Context: an optimization exercise on an open-source flow, tuned for small area, a short achievable clock period and few clock cycles per item. The choices shown serve that exercise and are no tape-out recipe. Only simulation tests tie the RTL to the original design; equivalence was not proved. Power is estimated from default activity; no workload was simulated.

--- flow/flow/run.sh ---
#!/bin/bash
# Standard layout with two changes: the port buffers are sky130_fd_sc_hd__buf_1
# instead of the cell buffer_ports picks by default (a slow delay buffer), and
# synthesis maps with flow/abc_area.script (ABC_AREA 1) instead of ORFS's.
set -euo pipefail
rm -rf scripts
cp -r "$FLOW_HOME/scripts" scripts
cp flow/abc_area.script scripts/abc_area.script
BUFFER_PORTS_ARGS="-buffer_cell sky130_fd_sc_hd__buf_1" bash standard.sh SCRIPTS_DIR=$PWD/scripts finish > standard.log 2>&1
--- flow/flow/abc_area.script ---
strash
&get -n
&dch
&nf -R 1000
&put
topo
stime -c
--- flow/standard.sh ---
#!/bin/bash
# synth_recipe.tcl (not shown) runs the flow's synth.tcl, then flattens the netlist and writes it again
# the make line also repeats each setting of config.mk as NAME=value (left out here)
make -C /OpenROAD-flow-scripts/flow DESIGN_CONFIG=/design/flow/config.mk WORK_HOME=/design/flow/orfs CLKGATE_MAP_FILE= SYNTH_SCRIPT=/design/flow/synth_recipe.tcl "${@:-finish}"
--- flow/config.mk ---
export PLATFORM = sky130hd
export DESIGN_NAME = func
export DESIGN_NICKNAME = func
export VERILOG_FILES = /design/flow/design.v
export SDC_FILE = /design/flow/constraint.sdc
export NUM_CORES = 4
export LEC_CHECK = 0
export ABC_AREA = 1
export CAP_MARGIN = 20
export CORE_AREA = 2.5 2.5 57.5 57.5
export DIE_AREA = 0 0 60 60
export SETUP_SLACK_MARGIN = 2.7
export SLEW_MARGIN = 20
--- flow/constraint.sdc ---
create_clock -name core_clock -period 5.0 [get_ports {clk_i}]
set_input_delay 1.0000 -clock core_clock [delete_from_list [all_inputs] [get_ports {clk_i}]]
set_output_delay 1.0000 -clock core_clock [all_outputs]
set_load 0.01 [all_outputs]
--- flow/design.v ---
`timescale 1ns / 1ps
`timescale 1ns / 1ps
`timescale 1ns / 1ps
`timescale 1ns / 1ps
`timescale 1ns / 1ps
`timescale 1ns / 1ps
module func (
        input clk_i,
        input rst_i,
        input [ 7 : 0 ] a_bi,
        input [ 7 : 0 ] b_bi,
        input start_i,
        output [ 1 : 0 ] busy_o,
        output reg [ 4 : 0 ] y_bo
    );
    wire [2:0] c;
    wire [4:0] r;
    cb u_cb (.b7(b_bi[7]), .b6(b_bi[6]), .b5(b_bi[5]), .b4(b_bi[4]),
             .b3(b_bi[3]), .b2(b_bi[2]), .b1(b_bi[1]), .b0(b_bi[0]),
             .c2(c[2]), .c1(c[1]), .c0(c[0]));
    ac u_ac (.c2(c[2]), .c1(c[1]), .c0(c[0]),
             .a7(a_bi[7]), .a6(a_bi[6]), .a5(a_bi[5]), .a4(a_bi[4]),
             .a3(a_bi[3]), .a2(a_bi[2]), .a1(a_bi[1]), .a0(a_bi[0]),
             .y4(r[4]), .y3(r[3]), .y2(r[2]), .y1(r[1]), .y0(r[0]));
    assign busy_o = 2'b00;
    always @(posedge clk_i) begin
        if (rst_i)
            y_bo <= 5'd0;
        else if (start_i)
            y_bo <= r;
    end
endmodule
module cb ( 
    b7, b6, b5, b4, b3, b2, b1, b0,
    c2, c1, c0  );
  input  b7, b6, b5, b4, b3, b2, b1, b0;
  output c2, c1, c0;
  wire new_n13, new_n14, new_n15, new_n16, new_n17, new_n18, new_n19,
    new_n21, new_n22, new_n23, new_n24, new_n25, new_n26, new_n27, new_n28,
    new_n29, new_n30, new_n31, new_n32, new_n33, new_n34, new_n35;
  assign c2 = b7 | b6;
  assign new_n13 = b7 & b6;
  assign new_n14 = c2 & ~new_n13;
  assign new_n15 = ~b4 & ~b3;
  assign new_n16 = ~b7 & ~new_n15;
  assign new_n17 = b4 & b3;
  assign new_n18 = ~b5 & ~new_n17;
  assign new_n19 = ~new_n16 & new_n18;
  assign c1 = ~new_n14 & ~new_n19;
  assign new_n21 = ~b1 & ~b0;
  assign new_n22 = ~b6 & new_n15;
  assign new_n23 = ~new_n15 & ~new_n17;
  assign new_n24 = b2 & ~new_n23;
  assign new_n25 = b5 & new_n16;
  assign new_n26 = new_n24 & new_n25;
  assign new_n27 = ~new_n22 & ~new_n26;
  assign new_n28 = ~new_n21 & ~new_n27;
  assign new_n29 = b7 & ~c1;
  assign new_n30 = b1 & b0;
  assign new_n31 = new_n17 & new_n30;
  assign new_n32 = ~b5 & ~new_n31;
  assign new_n33 = ~new_n24 & new_n32;
  assign new_n34 = ~b6 & ~new_n33;
  assign new_n35 = ~new_n29 & ~new_n34;
  assign c0 = new_n28 | ~new_n35;
endmodule
module ac ( 
    c2, c1, c0, a7, a6, a5, a4, a3, a2, a1, a0,
    y4, y3, y2, y1, y0  );
  input  c2, c1, c0, a7, a6, a5, a4, a3, a2, a1, a0;
  output y4, y3, y2, y1, y0;
  wire new_n17, new_n18, new_n19, new_n20, new_n21, new_n22, new_n23,
    new_n24, new_n25, new_n26, new_n27, new_n28, new_n29, new_n30, new_n31,
    new_n32, new_n34, new_n35, new_n36, new_n38, new_n39, new_n40, new_n41,
    new_n42, new_n43, new_n44, new_n46, new_n47, new_n48, new_n49, new_n50,
    new_n51, new_n52, new_n53, new_n54, new_n55, new_n56, new_n57, new_n58,
    new_n59, new_n60, new_n61, new_n62, new_n64, new_n65, new_n66, new_n67,
    new_n68, new_n69, new_n70, new_n71, new_n72, new_n73, new_n74, new_n75,
    new_n76, new_n77, new_n78, new_n79, new_n80, new_n81, new_n82, new_n83,
    new_n84, new_n85, new_n86, new_n87, new_n88, new_n89, new_n90, new_n91,
    new_n92, new_n93, new_n94, new_n95, new_n96, new_n97, new_n98, new_n99;
  assign new_n17 = c2 & c1;
  assign new_n18 = c0 & new_n17;
  assign new_n19 = a5 & a4;
  assign new_n20 = c2 & a2;
  assign new_n21 = c1 & a1;
  assign new_n22 = ~c1 & ~a1;
  assign new_n23 = c0 & a0;
  assign new_n24 = ~new_n22 & new_n23;
  assign new_n25 = ~new_n21 & ~new_n24;
  assign new_n26 = ~new_n20 & new_n25;
  assign new_n27 = ~c2 & ~a2;
  assign new_n28 = a3 & ~new_n27;
  assign new_n29 = ~new_n26 & new_n28;
  assign new_n30 = new_n19 & new_n29;
  assign new_n31 = a7 & a6;
  assign new_n32 = new_n30 & new_n31;
  assign y4 = ~new_n18 & new_n32;
  assign new_n34 = ~new_n18 & ~new_n32;
  assign new_n35 = ~a7 & ~a6;
  assign new_n36 = ~new_n30 & new_n35;
  assign y3 = new_n34 & ~new_n36;
  assign new_n38 = new_n30 & new_n35;
  assign new_n39 = new_n34 & ~new_n38;
  assign new_n40 = ~a6 & ~a4;
  assign new_n41 = ~a5 & new_n40;
  assign new_n42 = ~new_n29 & new_n41;
  assign new_n43 = ~a7 & a6;
  assign new_n44 = ~new_n42 & ~new_n43;
  assign y2 = new_n39 & new_n44;
  assign new_n46 = ~a7 & ~a5;
  assign new_n47 = a7 & ~a6;
  assign new_n48 = ~new_n46 & ~new_n47;
  assign new_n49 = a4 & new_n46;
  assign new_n50 = ~new_n19 & ~new_n49;
  assign new_n51 = a3 & new_n20;
  assign new_n52 = ~new_n25 & new_n51;
  assign new_n53 = ~new_n50 & new_n52;
  assign new_n54 = ~new_n48 & ~new_n53;
  assign new_n55 = ~new_n42 & new_n54;
  assign new_n56 = new_n25 & new_n27;
  assign new_n57 = a7 & a5;
  assign new_n58 = ~a4 & ~new_n57;
  assign new_n59 = ~a3 & new_n58;
  assign new_n60 = new_n56 & new_n59;
  assign new_n61 = ~new_n47 & new_n60;
  assign new_n62 = ~new_n55 & ~new_n61;
  assign y1 = new_n39 & new_n62;
  assign new_n64 = ~c0 & ~a0;
  assign new_n65 = new_n21 & ~new_n64;
  assign new_n66 = ~new_n20 & ~new_n65;
  assign new_n67 = new_n22 & new_n64;
  assign new_n68 = ~new_n27 & ~new_n67;
  assign new_n69 = ~new_n66 & new_n68;
  assign new_n70 = a3 & new_n69;
  assign new_n71 = new_n40 & ~new_n70;
  assign new_n72 = new_n27 & new_n67;
  assign new_n73 = ~a3 & new_n72;
  assign new_n74 = ~new_n43 & ~new_n73;
  assign new_n75 = ~new_n71 & new_n74;
  assign new_n76 = a5 & new_n75;
  assign new_n77 = ~a3 & ~new_n69;
  assign new_n78 = ~new_n58 & ~new_n72;
  assign new_n79 = ~new_n77 & new_n78;
  assign new_n80 = a7 & a4;
  assign new_n81 = ~new_n60 & ~new_n80;
  assign new_n82 = ~new_n42 & new_n81;
  assign new_n83 = ~new_n79 & new_n82;
  assign new_n84 = ~new_n76 & new_n83;
  assign new_n85 = new_n53 & new_n75;
  assign new_n86 = a7 & ~a4;
  assign new_n87 = ~a5 & ~new_n86;
  assign new_n88 = ~new_n56 & new_n77;
  assign new_n89 = new_n35 & ~new_n72;
  assign new_n90 = ~new_n88 & new_n89;
  assign new_n91 = new_n87 & ~new_n90;
  assign new_n92 = ~new_n85 & ~new_n91;
  assign new_n93 = ~new_n84 & new_n92;
  assign new_n94 = new_n70 & new_n87;
  assign new_n95 = ~new_n49 & ~new_n94;
  assign new_n96 = a6 & ~new_n73;
  assign new_n97 = ~new_n53 & new_n96;
  assign new_n98 = ~new_n95 & new_n97;
  assign new_n99 = ~new_n93 & ~new_n98;
  assign y0 = new_n39 & ~new_n99;
endmodule
==> results of run 1 <==
[cell usage after synthesis]
cell type	n
a32o_1	1
a21oi_1	5
a21o_1	1
nor2b_1	4
o21ai_0	6
and3_1	2
nor3_1	4
a22oi_1	4
and2_0	1
nand2_1	3
nor2_1	16
a311oi_1	1
a2bb2oi_1	1
o211a_1	2
or3_1	1
nand2b_1	3
dfxtp_1	5
buf_4	2
clkinv_1	7
nand4_1	1
a31oi_1	1
o221ai_1	2
or2_0	1
nor3b_1	1
or3b_1	1
nand4b_1	1
conb_1	1
a2111oi_0	2
nor4_1	1
ha_1	3
[critical path: stages]
cell	delay (ns)
buf_8	0.09
clkinv_8	0.04
ha_4	0.25
nor2b_4	0.03
a32o_1	0.20
o21ai_1	0.08
o221ai_2	0.12
nor2_1	0.14
nor2_1	0.06
o211a_1	0.23
nor2_2	0.10
nor3_1	0.05
a2111oi_1	0.36
o21ai_1	0.11
o221ai_1	0.08
o21ai_1	0.11
a22oi_1	0.15
nor2_1	0.07
[routing by layer]
layer  GRT usage [%]  part of all wire (%)  vias up
met5               0                     0        -
met4            1.90                     0        0
met3            3.68                   5.9        0
met2            21.0                    54       33
met1            11.3                    40      337
li1                -                     -      375
[logic make-up after synthesis]
group	count (synthesis)	share of synthesized area [%]
AOI/OAI and AO/OA	26	31.9
and+or+nand+nor	40	35.9
DFF	5	17.6
other	1	0.660
adders and majority gates	3	6.61
buffers and inverters	9	7.27
[worst min path at each step]
stage	cells after the start	end	slack, ns	startpoint
3_5_place_dp	2	y_bo[3]	0.52	y_bo[3]
4_1_cts	2	y_bo[3]	0.53	y_bo[3]
6_report	2	y_bo[3]	0.54	y_bo[3]
3_3_place_gp	2	y_bo[3]	0.50	y_bo[3]
2_1_floorplan	2	y_bo[3]	0.52	y_bo[3]
5_1_grt	2	y_bo[3]	0.58	y_bo[3]
[timing repair]
item	4_1_cts	5_1_grt
endpoints found under the setup margin	5	5
gates cloned	0	0
pin swaps	10	7
setup buffers	7	1
resized for setup	25	2
[metrics by stage]
step | instances | util [%] | hold slack [ns]
after global routing | 151 | 31.4 | 0.583
after CTS | 150 | 31.0 | 0.528
after detailed placement | 139 | 25.0 | 0.516
after global placement | 139 | 25.0 | 0.497
final | 151 | 31.4 | 0.540
after floorplan | 85 | - | 0.524
[cell type report]
| type | instances | share of cell area (%) |
|---|---|---|
| multi-input combinational | 71 | 58.9 |
| timing repair buffer | 31 | 18.2 |
| clock buffer | 4 | 2.81 |
| tap | 33 | 4.42 |
| sequential | 5 | 10.7 |
| inverter | 7 | 4.95 |
[report_power, final]
part           internal [mW]  switching (mW)
Sequential            0.0428         0.00168
Clock                 0.0302          0.0166
Combinational         0.0386          0.0400
==> summary.md, run 1 <==
| Metric | Value |
|---|---|
| Most frequent cells in the layout | `buf_1, nor2_1, buf_4` |
| Clock slew at reported path FFs | `0.04 ns` |
| CP max FO | `3` |
| Vias per inst | `4.93` |
| Final Slew Violations | `0` |
| Multi-input gate area | `551 sq um` |
| Area share of the largest cell type after synthesis | `17.6%` |
| Arrival @ worst endpoint | `3.27 ns` |
| Crit path required time | `5.13 ns` |
| Seq cells post-synth | `5` |
| Crit start category | `primary input` |
| Rows | `20` |
| Largest reg by FF count | `y_bo` |
| Total CTS buffers | `3` |
| Pin count of the biggest net entering global routing | `11` |
| Commonest non-fill, non-tap cell in the layout | `buf_1` |
| Die H | `60 um` |
| Die area | `3600 sq um` |
| Worst Setup SP | `b_bi[4]` |
| Routed wire length | `1.77 mm` |
| Initial antenna violation count | `0` |
| Num Clock Sinks | `5` |
| Worst skew pair latency | `0.24 ns` |
| Final Cycle Share | `62.8%` |
| # DRC | `0` |
| First-pass GRT wire length | `2.98 mm` |
| Syn. warnings | `1` |
| Internal reg-to-reg setup slack | `4.33 ns` |
| Post-route setup TNS | `0 ns` |
| Vias in the first global route | `742` |
| Htree depth | `1` |
| # hold bufs at CTS | `0` |
| Final hold vios | `0` |
| Syn Area/Cell | `6.76 sq um` |
| Die W | `60 um` |
| Leading area contributor after synthesis | `dfxtp_1` |
| Area Growth Syn to Fin | `64.5%` |
| Post-route ant nets | `0` |
| Gr ovfl total | `0` |
| Fin area | `935 sq um` |
| Classification of the worst-slack hold path | `register to register` |
| Final Total Pwr | `0.170 mW` |
| Synth area leaders | `dfxtp_1, nor2_1, ha_1` |
| Registers with the most flip-flops | `y_bo (5)` |
| Final net count | `141` |
| IO buf count | `23` |
| Status | `finished clean` |
| Cell variety after synth | `30` |
| Max VDD drop | `0.0481 mV` |
| DP Area | `744 sq um` |
| Worst-case reg-to-reg path depth | `2` |
| Final HPWL DP | `1.33 mm` |
| Critical path endpoint | `y_bo[0]` |
| Initial core utilization | `19.1%` |
| Number of fillers in the final layout | `332` |
| Post-route worst setup slack | `1.86 ns` |
| N_diodes | `0` |
| Dpl ws | `1.37 ns` |
| Post-layout min period | `3.14 ns` |
| Synthesized area | `568 sq um` |
| Iter 0 DRT Violations | `16` |
| CP endpoint kind | `register` |
| Mapped Cells | `84` |
| Skew final | `0 ns` |
| Clock root cell | `clkbuf_4` |
| Clk buf depth | `2` |
| Num ports | `26` |
| CTS tree | `built` |
| Power density over the cells | `182 nW/um^2` |
| Post-synthesis sequential area ratio | `17.6%` |
| Final setup viols | `0` |
| Wire length per cell | `11.7 um` |
| Flip-flop count of the largest register after layout | `5` |
| Worst Path Class, Setup | `primary input to register` |
| Reg area | `100 sq um` |
| RR Endpoint | `y_bo[0]` |
| RSZ-0062 raised after global routing | `true` |
| Max-cap violations | `0` |
| Area of the core | `2980 sq um` |
| Routed vias | `745` |
| Drt first pass iters | `4` |
| Leakage power | `0.348 nW` |
| RR Startpoint | `y_bo[0]` |
| Final GP Congestion | `0.824` |
| Layout cell share with drive strength beyond 1 | `29.7%` |
| GRT Resource Usage Total | `10.9%` |
| Achievable frequency | `0.319 GHz` |
Testbench counts, summed over its fixed seeds: cycles 2,400, items 2,400.
==> run 2: changes to the inputs <==
==> flow/flow/abc_area.script (replaced) <==
strash
&get -n
&dch
&nf -R 1000
&put
topo
stime -c
buffer -c
upsize -c
dnsize -c
--- a/flow/config.mk
+++ b/flow/config.mk
@@ -9,5 +9,4 @@
 export CAP_MARGIN = 20
 export CORE_AREA = 2.5 2.5 57.5 57.5
 export DIE_AREA = 0 0 60 60
-export SETUP_SLACK_MARGIN = 2.7
 export SLEW_MARGIN = 20
==> summary.md, run 2 <==
| Metric | Value |
|---|---|
| Status | `finished clean` |
| Num ports | `26 (unchanged)` |
| Skew final | `0 ns (unchanged)` |
| Post-layout min period | `3.29 ns (+0.151 ns)` |
| RSZ-0062 raised after global routing | `false` |
| Rows | `20 (unchanged)` |
| Cell Count, Final, Fillers Out | `143 (-5.3%)` |
| Post-synthesis sequential area ratio | `15.2% (-2.4 points)` |
| # DRC | `0 (unchanged)` |
| Registers with the most flip-flops | `y_bo (5)` |
| # hold bufs at CTS | `0 (unchanged)` |
| Post-synthesis share of cell area spent on xor and xnor gates | `0% (unchanged)` |
| Syn. warnings | `1 (unchanged)` |
| Initial antenna violation count | `0 (unchanged)` |
| CP cell instances | `buf_1, inv_1, ha_1, nor2b_4, a311oi_1, o221ai_2, nor2_2, nor2_1, o211a_1, nor2_1, nor3_1, a2111oi_0, o21ai_1, o221ai_1, o21ai_1, a22oi_1, nor2_1` |
| Synth Area in Adders | `5.69% (-0.92 points)` |
| Clock slew at reported path FFs | `0.04 ns (about the same)` |
| Max-cap violations | `0 (unchanged)` |
| GRT Resource Usage Total | `8.91% (-2.0 points)` |
| Worst skew pair latency | `0.24 ns (about the same)` |
| Die H | `60 um (unchanged)` |
| Final Cycle Share | `65.8% (+3.0 points)` |
| Placed instance count | `139 (unchanged)` |
| Area share of the largest cell type after synthesis | `15.2% (-2.4 points)` |
| Area Growth Syn to Fin | `16.1%` |
| Num Clock Sinks | `5 (unchanged)` |
| Commonest non-fill, non-tap cell in the layout | `buf_1` |
| Flip-flop count of the largest register after layout | `5 (unchanged)` |
| N_diodes | `0 (unchanged)` |
| Final hold vios | `0 (unchanged)` |
| Final GP Congestion | `0.805 (-2.2%)` |
| CP max FO | `3 (unchanged)` |
| Worst path max stage delay | `0.34 ns (-0.02 ns)` |
| Routed wire length | `1.47 mm (-17%)` |
| Slowest cell on the critical path | `a2111oi_0` |
| CTS tree | `built` |
| Seq cells post-synth | `5 (unchanged)` |
| Simple-gate share of the synthesized area | `36.4% (+0.53 points)` |
| Power density over the cells | `190 nW/um^2 (+4.6%)` |
| First-pass GRT wire length | `2.49 mm (-16%)` |
| Iter 0 DRT Violations | `10 (-6)` |
| Classification of the worst-slack hold path | `register to register` |
| Most frequent cell after synthesis | `nor2_1` |
| Syn Area/Cell | `7.58 sq um (+12%)` |
| Final net count | `133 (-5.7%)` |
| Arrival @ worst endpoint | `3.41 ns (+0.14 ns)` |
| Most frequent cells in the layout | `buf_1, nor2_1, inv_1` |
| Main combinational cell family by area after synthesis | `simple AND/OR/NAND/NOR gates` |
| Post-CTS Setup Bufs | `0 (-7)` |
| Largest reg by FF count | `y_bo` |
| Initial core utilization | `22.1% (+3.1 points)` |
| Layout cell share with drive strength beyond 1 | `14.5% (-15 points)` |
| Hold path cells | `2 (unchanged)` |
| Hold EP | `y_bo[3]` |
| Htree depth | `1 (unchanged)` |
| Wire length per cell | `10.3 um (-12%)` |
| RR Endpoint | `y_bo[2]` |
| Crit start category | `primary input` |
| Final HPWL DP | `1.29 mm (-2.7%)` |
| RR Startpoint | `y_bo[2]` |
| Area of the core | `2980 sq um (unchanged)` |
| IO buf count | `23 (unchanged)` |
| Compound-gate portion of the synthesized area | `29.6% (-2.3 points)` |
| Synth area leaders | `dfxtp_1, nor2_1, ha_1` |
| Vias in the first global route | `672 (-9.4%)` |
| Clock root cell | `clkbuf_4` |
| Crit path buf inv count | `2 (unchanged)` |
| Leakage power | `0.305 nW (-13%)` |
| Internal reg-to-reg setup slack | `4.34 ns (about the same)` |
| Post-synthesis mux area share | `0% (unchanged)` |
| Clk buf depth | `2 (unchanged)` |
| Final Slew Violations | `0 (unchanged)` |
| Routed vias | `700 (-6.0%)` |
| Gr ovfl total | `0 (unchanged)` |
| Vias per inst | `4.90 (-0.78%)` |
| Most used DFF post-synth | `dfxtp_1` |
| Max VDD drop | `0.0493 mV (+2.5%)` |
| Worst Path Class, Setup | `primary input to register` |
| Startpoint of the worst hold path | `y_bo[3]` |
| Cell variety after synth | `44 (+47%)` |
| CP endpoint kind | `register` |
| Crit path required time | `5.12 ns (about the same)` |
| Pin count of the biggest net entering global routing | `11 (unchanged)` |
| Ys async rst share | `0% (unchanged)` |
| Final setup viols | `0 (unchanged)` |
| Die area | `3600 sq um (unchanged)` |
| Core Util, Final | `25.7% (-5.7 points)` |
| Post-CTS Resized | `0 (-100%)` |
| Drt first pass iters | `4 (unchanged)` |
| EDFF count, synth | `0 (unchanged)` |
| Die W | `60 um (unchanged)` |
| Post-route ant nets | `0 (unchanged)` |
| Worst-case reg-to-reg path depth | `2 (unchanged)` |
| Achievable frequency | `0.304 GHz (-4.6%)` |
| Top post-synthesis cells by count | `nor2_1, inv_1, dfxtp_1` |
| Mapped Cells | `87 (+3.6%)` |
| Total CTS buffers | `3 (unchanged)` |
| Post-route setup TNS | `0 ns (unchanged)` |
| CP most frequent cell | `nor2_1` |
| Leading area contributor after synthesis | `dfxtp_1` |
| Top cell family by delay on the critical path | `compound AO/OA/AOI/OAI gates` |
| Synthesized area | `659 sq um (+16%)` |
## run 2: cell count changes in the layout (fill, tap and decap cells not counted), sizes merged
cell	delta
buf	-8
clkinv	-7
inv	+7
and2b	+1
nand2b	-1
nor2b	-1
or2b	+1
## run 2: layer usage
layer	part of all wire (%)	global-route usage (%)	vias to the layer above
met5	0	0	-
met4	0	4.13	0
met3	8.3	3.25	0
met2	52	15.5	22
met1	40	9.46	318
li1	-	-	360
## run 2: worst max path at each step
stage | startpoint | to | slack, ns | cells after the start
floorplan | b_bi[3] | y_bo[0] | 1.87 | 16
global placement | b_bi[3] | y_bo[0] | 1.55 | 17
detailed placement | b_bi[3] | y_bo[0] | 1.43 | 17
CTS | b_bi[3] | y_bo[0] | 1.68 | 17
global route | b_bi[3] | y_bo[0] | 1.38 | 18
finish | b_bi[3] | y_bo[0] | 1.71 | 17
## run 2: worst reg2reg max path: cells and delay by family (launching register included)
kind	cells	cell delay, ns
simple gates	1	0.05
compound gates	1	0.19
flops	1	0.30
## run 2: area by class of cell
cell class,instances,area [sq um]
clock buffer,4,26.3
fill,342,2210
inverter,7,31.3
multi-input combinational,71,480
sequential,5,100
tap,33,41.3
timing repair buffer,23,86.3
## run 2: through the flow
step	worst slack [ns]	cell area (sq um)	hold WS [ns]	power [mW]
after floorplan	1.87	663	0.524	0.0879
after global placement	1.55	739	0.491	0.0987
after detailed placement	1.43	739	0.496	0.101
after CTS	1.68	766	0.507	0.148
after global routing	1.38	766	0.550	0.159
final	1.71	766	0.497	0.146
## run 2: cell families after synthesis
group	Yosys count
buffers and inverters	12
and+or+nand+nor	40
AOI/OAI and AO/OA	26
other	1
DFF	5
adders and majority gates	3
## run 2: power breakdown
group	total [mW]	switching, mW	leakage, nW	internal (mW)
clock	0.0457	0.0156	0.0150	0.0301
sequential	0.0441	0.00130	0.0411	0.0428
combinational	0.0557	0.0324	0.249	0.0233
==> run 3: changes to the inputs <==
==> flow/flow/abc_area.script (replaced) <==
strash
dch
map -D 1000 -B 0.9
topo
stime -c
buffer -c
upsize -c -D 1000
dnsize -c -D 1000
==> summary.md, run 3 <==
| Metric | Value |
|---|---|
| Final setup viols | `0 (unchanged)` |
| CP cell instances | `buf_1, inv_1, ha_1, nor2_1, nand3_1, nand2_1, nand2_4, nand2_4, nand2_4, nand3_4, nand3_4, nor3_4, inv_2, nor3_2, nor2_2, nand2_1, a21oi_1` |
| Worst Path Class, Setup | `primary input to register` |
| Die area | `3600 sq um (unchanged)` |
| Commonest non-fill, non-tap cell in the layout | `nand2_1` |
| Part of the power in the clock network | `29.0% (-2.4 points)` |
| Area Growth Syn to Fin | `13.6%` |
| GRT Resource Usage Total | `11.0% (+2.0 points)` |
| Final GP Congestion | `0.818 (+1.6%)` |
| CTS tree | `built` |
| Synthesized area | `808 sq um (+23%)` |
| Routed vias | `859 (+23%)` |
| Max-cap violations | `0 (unchanged)` |
| Worst skew pair latency | `0.23 ns (about the same)` |
| Area of the core | `2980 sq um (unchanged)` |
| Classification of the worst-slack hold path | `register to register` |
| Cell Count, Final, Fillers Out | `193 (+35%)` |
| Mapped Cells | `135 (+55%)` |
| Top post-synthesis cells by count | `nand2_1, inv_1, a21oi_1, nand3_1, nor2_1` |
| Routed wire length | `1.73 mm (+18%)` |
| Reg area | `100 sq um (unchanged)` |
| Flop pwr share | `28.0% (-2.3 points)` |
| Drt first pass iters | `4 (unchanged)` |
| Post-CTS Setup Bufs | `0 (unchanged)` |
| Clock root cell | `clkbuf_4` |
| # DRC | `0 (unchanged)` |
| Rows | `20 (unchanged)` |
| Achievable frequency | `0.394 GHz (+29%)` |
| Layout cell share with drive strength beyond 1 | `16.3% (+1.7 points)` |
| Crit path required time | `5.12 ns (about the same)` |
| Pin count of the biggest net entering global routing | `9 (-2)` |
| Post-route ant nets | `0 (unchanged)` |
| Multi-input gate area | `563 sq um (+17%)` |
| Most frequent cells in the layout | `nand2_1, buf_1, inv_1` |
| Final HPWL DP | `1.49 mm (+16%)` |
| Status | `finished clean` |
| Num ports | `26 (unchanged)` |
| Clk buf depth | `2 (unchanged)` |
| Final Cycle Share | `50.8% (-15 points)` |
| Slowest cell on the critical path | `ha_1` |
| Vias per inst | `4.45 (-9.1%)` |
| Ys async rst share | `0% (unchanged)` |
| Number of fillers in the final layout | `344 (+0.58%)` |
| Flip-flop count of the largest register after layout | `5 (unchanged)` |
| Leakage power | `0.443 nW (+45%)` |
| Most frequent cell after synthesis | `nand2_1` |
| DP Area | `892 sq um (+21%)` |
| Cell-internal power | `0.0963 mW (+0.13%)` |
| Arrival @ worst endpoint | `2.66 ns (-0.75 ns)` |
| Skew final | `0 ns (unchanged)` |
| Met3 WL | `108 um (-11%)` |
| Area share of the largest cell type after synthesis | `14.9% (-0.32 points)` |
| Largest reg by FF count | `y_bo` |
| Syn Area/Cell | `5.99 sq um (-21%)` |
| Power density over the cells | `171 nW/um^2 (-10%)` |
| Total CTS buffers | `3 (unchanged)` |
| First-pass GRT wire length | `3.19 mm (+28%)` |
| Routed wl met2 | `735 um (-3.8%)` |
| Fin area | `918 sq um (+20%)` |
| Switching pwr | `0.0607 mW (+23%)` |
| Iter 0 DRT Violations | `30 (+20)` |
| Final Slew Violations | `0 (unchanged)` |
| CP endpoint kind | `register` |
| Final hold vios | `0 (unchanged)` |
| Logic gate share of total power | `43.0% (+4.7 points)` |
| Initial antenna violation count | `0 (unchanged)` |
| Gr ovfl total | `0 (unchanged)` |
| Die W | `60 um (unchanged)` |
| Clock slew at reported path FFs | `0.04 ns (about the same)` |
| Syn. warnings | `1 (unchanged)` |
| Crit start category | `primary input` |
| Switch share | `38.7% (+4.8 points)` |
| Placed instance count | `189 (+36%)` |
| Leading area contributor after synthesis | `nand2_1` |
| Vias in the first global route | `803 (+19%)` |
| Num Clock Sinks | `5 (unchanged)` |
| Post-layout min period | `2.54 ns (-0.749 ns)` |
| Cell variety after synth | `23 (-48%)` |
| Worst path max stage delay | `0.30 ns (-0.04 ns)` |
| Seq cells post-synth | `5 (unchanged)` |
| CP max FO | `4 (+1)` |
| Top sig layer | `met3` |
| N_diodes | `0 (unchanged)` |
| Final net count | `183 (+38%)` |
| Initial core utilization | `27.1% (+5.0 points)` |
| Post-route setup TNS | `0 ns (unchanged)` |
| Most used DFF post-synth | `dfxtp_1` |
| Wl on met1 | `890 um (+53%)` |
| Synth area leaders | `nand2_1, dfxtp_1, inv_1` |
| Post-synthesis sequential area ratio | `12.4% (-2.8 points)` |
| Registers with the most flip-flops | `y_bo (5)` |
| Htree depth | `1 (unchanged)` |
| IO buf count | `23 (unchanged)` |
| Post-CTS Resized | `0 (unchanged)` |
| Die H | `60 um (unchanged)` |
| RSZ-0062 raised after global routing | `false` |
| CP most frequent cell | `nand2_4` |
| Max VDD drop | `0.143 mV (+190%)` |
| # hold bufs at CTS | `0 (unchanged)` |
| Wire length per cell | `8.98 um (-13%)` |
| EDFF count, synth | `0 (unchanged)` |
-- run 3: critical path: cells and delay by family --
family	cells	cell delay, ns
simple gates	12	1.08
fa+ha+maj	1	0.30
buf+inv	3	0.20
compound gates	1	0.06
-- run 3: power by group through the flow --
stage,sequential (mW),combinational [mW],clock [mW]
6_report,0.0440,0.0676,0.0455
4_1_cts,0.0440,0.0684,0.0476
5_1_grt,0.0442,0.0789,0.0496
3_3_place_gp,0.0447,0.0685,0
2_1_floorplan,0.0461,0.0524,0
3_5_place_dp,0.0447,0.0680,0
-- run 3: cell families (layout without fill, tap and decap cells) --
kind of cell	after synthesis	in the layout	synth area share (%)
other	1	2	0.464
DFF	5	5	12.4
adders and majority gates	3	3	4.64
AOI/OAI and AO/OA	18	18	11.9
and+or+nand+nor	78	78	52.2
buffers and inverters	30	54	18.4
-- run 3: final cells by class --
class                           instances  share of cell area, %
Tap cell                               33                   4.50
Sequential cell                         5                   10.9
Clock buffer                            4                   2.86
Multi-Input combinational cell        101                   61.3
Timing Repair Buffer                   23                   9.40
Inverter                               27                   11.0
-- run 3: worst paths after layout --
| path | from | end | slack (ns) | depth (start not counted) |
|---|---|---|---|---|
| worst max register to register | y_bo[0] | y_bo[0] | 4.41 | 2 |
| worst min register to register | y_bo[1] | y_bo[1] | 0.47 | 2 |
| worst min-delay path | y_bo[1] | y_bo[1] | 0.47 | 2 |
| worst max-delay path | b_bi[3] | y_bo[0] | 2.46 | 17 |
-- run 3: stage by stage --
stage / worst slack, ns / util [%] / hold WS (ns) / power [mW]
floorplan: 2.49 / - / 0.482 / 0.0984
global placement: 2.19 / 30.0 / 0.456 / 0.113
detailed placement: 2.21 / 30.0 / 0.460 / 0.113
CTS: 2.45 / 30.8 / 0.472 / 0.160
global route: 2.23 / 30.8 / 0.503 / 0.173
finish: 2.46 / 30.8 / 0.467 / 0.157
-- run 3: metal layers --
metal | global-route usage (%) | vias to the layer above
met2 | 17.9 | 19
met1 | 14.8 | 367
li1 | - | 473
met3 | 3.25 | 0
met5 | 0 | -
met4 | 0.952 | 0
==> run 4: changes to the inputs <==
==> flow/flow/abc_area.script (replaced) <==
strash
dch
map -D 1300 -B 0.9
topo
stime -c
buffer -c
upsize -c -D 1300
dnsize -c -D 1300
==> summary.md, run 4 <==
| Metric | Value |
|---|---|
| RSZ-0062 raised after global routing | `false` |
| Hold path cells | `2 (unchanged)` |
| Final GP Congestion | `0.818 (unchanged)` |
| CTS tree | `built` |
| Registers with the most flip-flops | `y_bo (5)` |
| Ys async rst share | `0% (unchanged)` |
| CP max FO | `4 (unchanged)` |
| Post-synthesis share of cell area spent on xor and xnor gates | `0% (unchanged)` |
| Die W | `60 um (unchanged)` |
| Final setup viols | `0 (unchanged)` |
| N_diodes | `0 (unchanged)` |
| Rows | `20 (unchanged)` |
| Switch share | `38.7% (unchanged)` |
| Most frequent cell after synthesis | `nand2_1` |
| Main combinational cell family by area after synthesis | `simple AND/OR/NAND/NOR gates` |
| Classification of the worst-slack hold path | `register to register` |
| Synth area leaders | `nand2_1, dfxtp_1, inv_1` |
| Most used DFF post-synth | `dfxtp_1` |
| Worst Path Class, Setup | `primary input to register` |
| RR Startpoint | `y_bo[0]` |
| Initial antenna violation count | `0 (unchanged)` |
| Part of the power in the clock network | `29.0% (about the same)` |
| DP Area | `892 sq um (unchanged)` |
| Internal reg-to-reg setup slack | `4.41 ns (about the same)` |
| Status | `finished clean` |
| Power density over the cells | `171 nW/um^2 (unchanged)` |
| Post-CTS Resized | `0 (unchanged)` |
| Post-CTS Setup Bufs | `0 (unchanged)` |
| Cell-internal power | `0.0963 mW (unchanged)` |
| Number of fillers in the final layout | `344 (unchanged)` |
| Clock slew at reported path FFs | `0.04 ns (about the same)` |
| # hold bufs at CTS | `0 (unchanged)` |
| Num ports | `26 (unchanged)` |
| Startpoint of the worst hold path | `y_bo[1]` |
| Total CTS buffers | `3 (unchanged)` |
| Post-route ant nets | `0 (unchanged)` |
| Achievable frequency | `0.394 GHz (unchanged)` |
| Most frequent cells in the layout | `nand2_1, buf_1, inv_1` |
| Max VDD drop | `0.143 mV (unchanged)` |
| Routed vias | `859 (unchanged)` |
| RR Endpoint | `y_bo[0]` |
| Synthesized area | `808 sq um (unchanged)` |
| GRT Resource Usage Total | `11.0% (unchanged)` |
| Flop pwr share | `28.0% (about the same)` |
| Top post-synthesis cells by count | `nand2_1, inv_1, a21oi_1, nand3_1, nor2_1` |
| Clk buf depth | `2 (unchanged)` |
| Simple-gate share of the synthesized area | `52.2% (unchanged)` |
| Area share of the largest cell type after synthesis | `14.9% (unchanged)` |
| CP endpoint kind | `register` |
| Fin area | `918 sq um (unchanged)` |
| Final net count | `183 (unchanged)` |
| IO buf count | `23 (unchanged)` |
| Post-synthesis sequential area ratio | `12.4% (unchanged)` |
| Logic gate share of total power | `43.0% (about the same)` |
| Layout cell share with drive strength beyond 1 | `16.3% (unchanged)` |
| Hold EP | `y_bo[1]` |
| Area of the core | `2980 sq um (unchanged)` |
| Syn. warnings | `1 (unchanged)` |
| Largest reg by FF count | `y_bo` |
| Crit path required time | `5.12 ns (about the same)` |
| Skew final | `0 ns (unchanged)` |
| Clock root cell | `clkbuf_4` |
| Initial core utilization | `27.1% (unchanged)` |
| Drt first pass iters | `4 (unchanged)` |
| Cell Count, Final, Fillers Out | `193 (unchanged)` |
| Mapped Cells | `135 (unchanged)` |
| Placed instance count | `189 (unchanged)` |
| Pin count of the biggest net entering global routing | `9 (unchanged)` |
| # DRC | `0 (unchanged)` |
| Arrival @ worst endpoint | `2.66 ns (about the same)` |
| Routed wire length | `1.73 mm (unchanged)` |
| Compound-gate portion of the synthesized area | `11.9% (unchanged)` |
| Final Cycle Share | `50.8% (unchanged)` |
| Post-layout min period | `2.54 ns (unchanged)` |
| Commonest non-fill, non-tap cell in the layout | `nand2_1` |
| Post-route setup TNS | `0 ns (unchanged)` |
| Vias per inst | `4.45 (unchanged)` |
| Final HPWL DP | `1.49 mm (unchanged)` |
| Flip-flop count of the largest register after layout | `5 (unchanged)` |
| Gr ovfl total | `0 (unchanged)` |
| Max-cap violations | `0 (unchanged)` |
| Cell variety after synth | `23 (unchanged)` |
| First-pass GRT wire length | `3.19 mm (unchanged)` |
| Htree depth | `1 (unchanged)` |
| EDFF count, synth | `0 (unchanged)` |
| Leading area contributor after synthesis | `nand2_1` |
| Die H | `60 um (unchanged)` |
| Seq cells post-synth | `5 (unchanged)` |
| Die area | `3600 sq um (unchanged)` |
| Worst-case reg-to-reg path depth | `2 (unchanged)` |
| Wire length per cell | `8.98 um (unchanged)` |
| Final Slew Violations | `0 (unchanged)` |
| Switching pwr | `0.0607 mW (unchanged)` |
| Vias in the first global route | `803 (unchanged)` |
| Worst skew pair latency | `0.23 ns (about the same)` |
| Area Growth Syn to Fin | `13.6% (unchanged)` |
| Synth Area in Adders | `4.64% (unchanged)` |
| Post-synthesis mux area share | `0% (unchanged)` |
| Num Clock Sinks | `5 (unchanged)` |
| Iter 0 DRT Violations | `30 (unchanged)` |
| Leakage power | `0.443 nW (unchanged)` |
| Syn Area/Cell | `5.99 sq um (unchanged)` |
| Crit start category | `primary input` |
| Final hold vios | `0 (unchanged)` |
[run 4: cell counts in the layout (fill, tap and decap cells not counted)]
No cell type changed its count.
[run 4: worst max-delay path by stage]
stage               to  cells after the start     from
6_report       y_bo[0]                     17  b_bi[3]
5_1_grt        y_bo[0]                     20  b_bi[7]
4_1_cts        y_bo[0]                     17  b_bi[3]
3_5_place_dp   y_bo[0]                     17  b_bi[3]
3_3_place_gp   y_bo[0]                     17  b_bi[3]
2_1_floorplan  y_bo[0]                     16  b_bi[3]
[run 4: power by group through the flow]
stage | logic [mW] | clock network, mW | registers [mW]
after global placement | 0.0685 | 0 | 0.0447
after global routing | 0.0789 | 0.0496 | 0.0442
after detailed placement | 0.0680 | 0 | 0.0447
final | 0.0676 | 0.0455 | 0.0440
after CTS | 0.0684 | 0.0476 | 0.0440
after floorplan | 0.0524 | 0 | 0.0461
[run 4: area by class of cell]
| cell class | instances | area (sq um) | area share (%) |
|---|---|---|---|
| clock buffer | 4 | 26.3 | 2.86 |
| inverter | 27 | 101 | 11.0 |
| multi-input combinational | 101 | 563 | 61.3 |
| sequential | 5 | 100 | 10.9 |
| tap | 33 | 41.3 | 4.50 |
| timing repair buffer | 23 | 86.3 | 9.40 |
[run 4: routing by layer]
| metal | vias to the layer above | wire length (um) | GRT usage, % |
|---|---|---|---|
| li1 | 473 | - | - |
| met1 | 367 | 890 | 14.8 |
| met4 | 0 | 0 | 0.952 |
| met5 | - | 0 | 0 |
| met3 | 0 | 108 | 3.25 |
| met2 | 19 | 735 | 17.9 |
[run 4: through the flow]
stage | hold slack (ns) | worst slack, ns | util, % | power [mW]
after detailed placement | 0.460 | 2.21 | 30.0 | 0.113
final | 0.467 | 2.46 | 30.8 | 0.157
after CTS | 0.472 | 2.45 | 30.8 | 0.160
after global placement | 0.456 | 2.19 | 30.0 | 0.113
after floorplan | 0.482 | 2.49 | - | 0.0984
after global routing | 0.503 | 2.23 | 30.8 | 0.173
[run 4: cell families (layout without fill, tap and decap cells)]
| group | after synthesis | count (layout) |
|---|---|---|
| AOI/OAI and AO/OA | 18 | 18 |
| adders and majority gates | 3 | 3 |
| buffers and inverters | 30 | 54 |
| DFF | 5 | 5 |
| other | 1 | 2 |
| and+or+nand+nor | 78 | 78 |
[run 4: critical path, cell delays in order]
cell and delay [ns]:
buf_1 0.09, inv_1 0.05, ha_1 0.30, nor2_1 0.11, nand3_1 0.07, nand2_1 0.11
nand2_4 0.08, nand2_4 0.08, nand2_4 0.06, nand3_4 0.07, nand3_4 0.08, nor3_4 0.18
inv_2 0.06, nor3_2 0.12, nor2_2 0.06, nand2_1 0.06, a21oi_1 0.06

static timing again, ports no longer ideal:
In the flow no input, the clock included, has a driving cell. The finished layouts below were timed again as built, in two steps.
Step 1, drivers: a clkbuf_16 drives clk_i and a buf_2 each remaining input, both assumed.
Step 2, shift: input delay + t, output delay - t, t = (earliest + latest rising clock arrival at the registers) / 2. This alone moves slack from input paths to output paths.
a / b / c = no drivers / after step 1 / after step 2; a / b = the first two.
run | t, ns | slack for setup (ns) | worst register clock-pin slew, ns | worst data-port slew with drivers (ns) | pins driven straight from the clock port
run 1 | 0.256 | 1.861 / 1.823 / 1.567 | 0.04 / 0.04 | 0.05 | 1
run 2 | 0.253 | 1.710 / 1.701 / 1.449 | 0.04 / 0.04 | 0.03 | 1
run 3 | 0.250 | 2.459 / 2.451 / 2.201 | 0.04 / 0.04 | 0.03 | 1
run 4 | 0.250 | 2.459 / 2.451 / 2.201 | 0.04 / 0.04 | 0.03 | 1
After both steps every run listed still meets setup and hold. For run 1, which loses most, drivers alone change the setup slack by -0.038 ns; drivers and shift together by -0.294 ns.
